Background: an optimization exercise with open tools, aiming at small area, a short achievable clock period and few clock cycles per item. Do not read the settings as production practice. Function was checked by simulation only, so behaviour that the tests miss may differ from the original. Power figures rest on the tool's default switching activity, not on a simulated workload.

==> v14: inputs <==
// attention_microkernel_engine
module attention_microkernel_engine #(
    parameter int unsigned XLEN      = 32,
    parameter int unsigned MAX_K     = 256,   
    parameter int unsigned WORD_ELEMS = 4     
) (
    input  logic                   clk_i,
    input  logic                   rst_ni,
    input  logic                   cfg_valid_i,
    input  logic [$clog2(MAX_K+1)-1:0] cfg_k_i,
    input  logic signed [15:0]      cfg_scale_i,
    input  logic [3:0]             cfg_shift_i,
    input  logic signed [31:0]      cfg_clip_min_i,
    input  logic signed [31:0]      cfg_clip_max_i,
    input  logic                   cfg_enable_scale_i,
    input  logic                   cfg_enable_clip_i,
    input  logic                   load_q_valid_i,
    input  logic [$clog2((MAX_K+WORD_ELEMS-1)/WORD_ELEMS)-1:0] load_q_idx_i,
    input  logic [31:0]            load_q_word_i,
    input  logic                   load_k_valid_i,
    input  logic [$clog2((MAX_K+WORD_ELEMS-1)/WORD_ELEMS)-1:0] load_k_idx_i,
    input  logic [31:0]            load_k_word_i,
    input  logic                   start_i,
    output logic                   busy_o,
    output logic                   done_o,
    output logic                   result_valid_o,
    output logic signed [31:0]      result_o
);
clock: 17.0 ns
lec_check: 0
abc_area: 1
cap_margin: 20
core_margin: 2
core_utilization: 40
slew_margin: 20
standard.sh (not shown) runs the stock make flow with config.mk's settings and CLKGATE_MAP_FILE= SYNTH_SCRIPT=/design/flow/synth_recipe.tcl, a recipe that flattens the netlist after the stock synthesis.
==> flow/flow/run.sh <==
#!/bin/bash
# The standard layout (the standard.sh), with two changes to how it is made:
# - ports are buffered with buf_4 cells instead of the cell buffer_ports picks;
# - repair_timing aims for 12.3 ns of setup slack (a 4.7 ns period) instead of 0,
#   so it sizes the paths that would set the achieved period.
# The clock period and all constraints are the design's.
set -euo pipefail
bash standard.sh \
  BUFFER_PORTS_ARGS="-buffer_cell sky130_fd_sc_hd__buf_4" \
  SETUP_SLACK_MARGIN=12.3 \
  finish > make_finish.log 2>&1
==> v32 (differences from v14) <==
--- a/flow/design.v
+++ b/flow/design.v
@@ -137,21 +137,18 @@
         k_vld[w] <= k_we[w] | k_vld[(w + 1) % MAX_WORDS];
       end
     end
   end
   logic [CNT_W-1:0]  cov_q, cov_d;
   logic              restart, ext, tok, pend_q, pend_now;
   logic [31:0]       q_rd, k_rd, q_0, q_op, k_op;
   logic [MAX_WORDS-1:0] cov_oh;
-  always_ff @(posedge clk_i or negedge rst_ni) begin
-    if (!rst_ni) cov_oh <= MAX_WORDS'(1);
-    else for (int w = 0; w < MAX_WORDS; w++) cov_oh[w] <= (cov_d[WORD_W-1:0] == WORD_W'(w));
-  end
   always_comb begin
+    for (int w = 0; w < MAX_WORDS; w++) cov_oh[w] = (cov_q[WORD_W-1:0] == WORD_W'(w));
     q_rd = '0;
     for (int w = 0; w < MAX_WORDS; w++) q_rd = q_rd | (q_mem[w] & {32{cov_oh[w] & q_vld[w]}});
   end
   assign k_rd = (kp_v && kp_i == k_head) ? kp_w : (k_ring[0] & {32{k_vld[0]}});
   assign q_0  = q_mem[0] & {32{q_vld[0]}};
   always_comb begin
     logic qbyp0, kbyp0, npos0, ext0, tok0;
     logic qbyp1, kbyp1, ext1, tok1, qbyp, kbyp;
==> flow/flow/run.sh (replaced) <==
#!/bin/bash
# The standard layout (the standard.sh), with two changes to how it is made:
# - ports are buffered with buf_4 cells instead of the cell buffer_ports picks;
# - repair_timing aims for 12 ns of setup slack (a 5 ns period) instead of 0,
#   so it sizes the paths that would set the achieved period.
# The clock period and all constraints are the design's.
set -euo pipefail
bash standard.sh \
  BUFFER_PORTS_ARGS="-buffer_cell sky130_fd_sc_hd__buf_4" \
  SETUP_SLACK_MARGIN=12 \
  finish > make_finish.log 2>&1
==> v26 (differences from v14) <==
--- a/flow/design.v
+++ b/flow/design.v
@@ -1322,17 +1322,17 @@
     res_q <= tmp;
   end
   always_ff @(posedge clk_i or negedge rst_ni) begin
     if (!rst_ni) begin
       done_q <= 1'b0;
       busy_q <= 1'b0;
     end else begin
       done_q <= prod_tok;
-      busy_q <= start_i | (busy_q & ~done_q);
+      busy_q <= start_i | pend_q | op_tok | acc_tok | prod_tok;
     end
   end
   assign busy_o         = busy_q;
   assign done_o         = done_q;
   assign result_valid_o = done_q;
   assign result_o       = res_q;
 endmodule
 module attn_ks_add #(
==> flow/flow/run.sh (replaced) <==
#!/bin/bash
# The standard layout (the standard.sh), with two changes to how it is made:
# - ports are buffered with buf_4 cells instead of the cell buffer_ports picks;
# - repair_timing aims for 12 ns of setup slack (a 5 ns period) instead of 0,
#   so it sizes the paths that would set the achieved period.
# The clock period and all constraints are the design's.
set -euo pipefail
bash standard.sh \
  BUFFER_PORTS_ARGS="-buffer_cell sky130_fd_sc_hd__buf_4" \
  SETUP_SLACK_MARGIN=12 \
  finish > make_finish.log 2>&1
==> v28 (differences from v14) <==
==> flow/flow/run.sh (replaced) <==
#!/bin/bash
# The standard layout (the standard.sh), with two changes to how it is made:
# - ports are buffered with buf_4 cells instead of the cell buffer_ports picks;
# - repair_timing aims for 12 ns of setup slack (a 5 ns period) instead of 0,
#   so it sizes the paths that would set the achieved period.
# The clock period and all constraints are the design's.
set -euo pipefail
bash standard.sh \
  BUFFER_PORTS_ARGS="-buffer_cell sky130_fd_sc_hd__buf_4" \
  SETUP_SLACK_MARGIN=12 \
  finish > make_finish.log 2>&1
==> flow_summary.yaml <==
pwr:
  clock_power_share_pct: 26.7
  comb_power_share_pct: 37.4
  top_power_group: "combinational cells"
  p_total_w: 0.0399
layout:
  buf_share_pct: 2.96
  multi_input_area_um2: 63000
floorplanning:
  dieArea_um2: 476000
global_route:
  grt_max_degree: 113
worst_setup_path:
  path_class: "input port to flop"
  cp-start-kind: "input port"
  crit_buf_inv: 7
routing:
  wl_met2_mm: 294
clocking:
  ctsResizeCount: 449
status:
  status: "finished clean"
logic_synthesis:
  postSynthCellCount: 18100
  synth_xor_area_share_pct: 1.66
(the above is from v14)
==> flow_summary.yaml <==
pwr:
  clock_power_share_pct: 26.5
  p_total_w: 0.0402
worst_setup_path:
  cp-start-kind: "input port"
layout:
  multi_input_area_um2: 61300
  buf_share_pct: 2.20
status:
  status: "finished clean"
clocking:
  ctsResizeCount: 149
logic_synthesis:
  postSynthCellCount: 18100
(the above is from v28)
==> flow_summary.yaml <==
status:
  status: "finished clean"
worst_setup_path:
  crit_buf_inv: 1
  path_class: "flop to output port"
  cp-start-kind: "flop"
logic_synthesis:
  postSynthCellCount: 18000
pwr:
  top_power_group: "registers"
  comb_power_share_pct: 32.0
routing:
  wl_met2_mm: 272
layout:
  buf_share_pct: 2.21
(the above is from v26)
==> flow_summary.yaml <==
worst_setup_path:
  cp-start-kind: "flop"
pwr:
  p_total_w: 0.0389
  comb_power_share_pct: 37.0
  clock_power_share_pct: 26.7
  top_power_group: "combinational cells"
status:
  status: "finished clean"
clocking:
  ctsResizeCount: 91
logic_synthesis:
  postSynthCellCount: 17900
(the above is from v32)
Testbench counts of v14, summed over its fixed seeds: cycles 21,256, items 512.
Testbench counts of v32, summed over its fixed seeds: cycles 21,256, items 512.
Testbench counts of v26, summed over its fixed seeds: cycles 21,256, items 512.
Testbench counts of v28, summed over its fixed seeds: cycles 21,256, items 512.

afterwards: timing with drivers on the ports:
No port has a modelled driver above. Below, the same layouts with a new extraction and two added sets of constraints.
Step 1: set_driving_cell puts a clkbuf_16 on clk_i and a buf_2 on each other input, an assumption about the parent block.
Step 2 moves the port delays by t, midway between the first and last clock arrival at a register: inputs arrive t later, outputs are due t later. That takes back most of the time a late clock gives input paths.
Slacks: ideal ports / drivers / drivers and shift; pairs: ideal ports / drivers.
run	t (ns)	slack for setup (ns)	worst data-port slew with drivers (ns)	cell pins on the clock port's net
v14	1.145	11.920 / 11.841 / 10.871	0.21	1
v32	1.116	11.816 / 11.696 / 10.993	0.38	1
v26	1.145	11.900 / 11.761 / 10.734	0.28	1
v28	1.148	11.931 / 11.861 / 10.713	0.36	1
After both steps every run listed still meets setup and hold. For v28, which loses most, drivers alone change the setup slack by -0.070 ns; drivers and shift together by -1.218 ns.
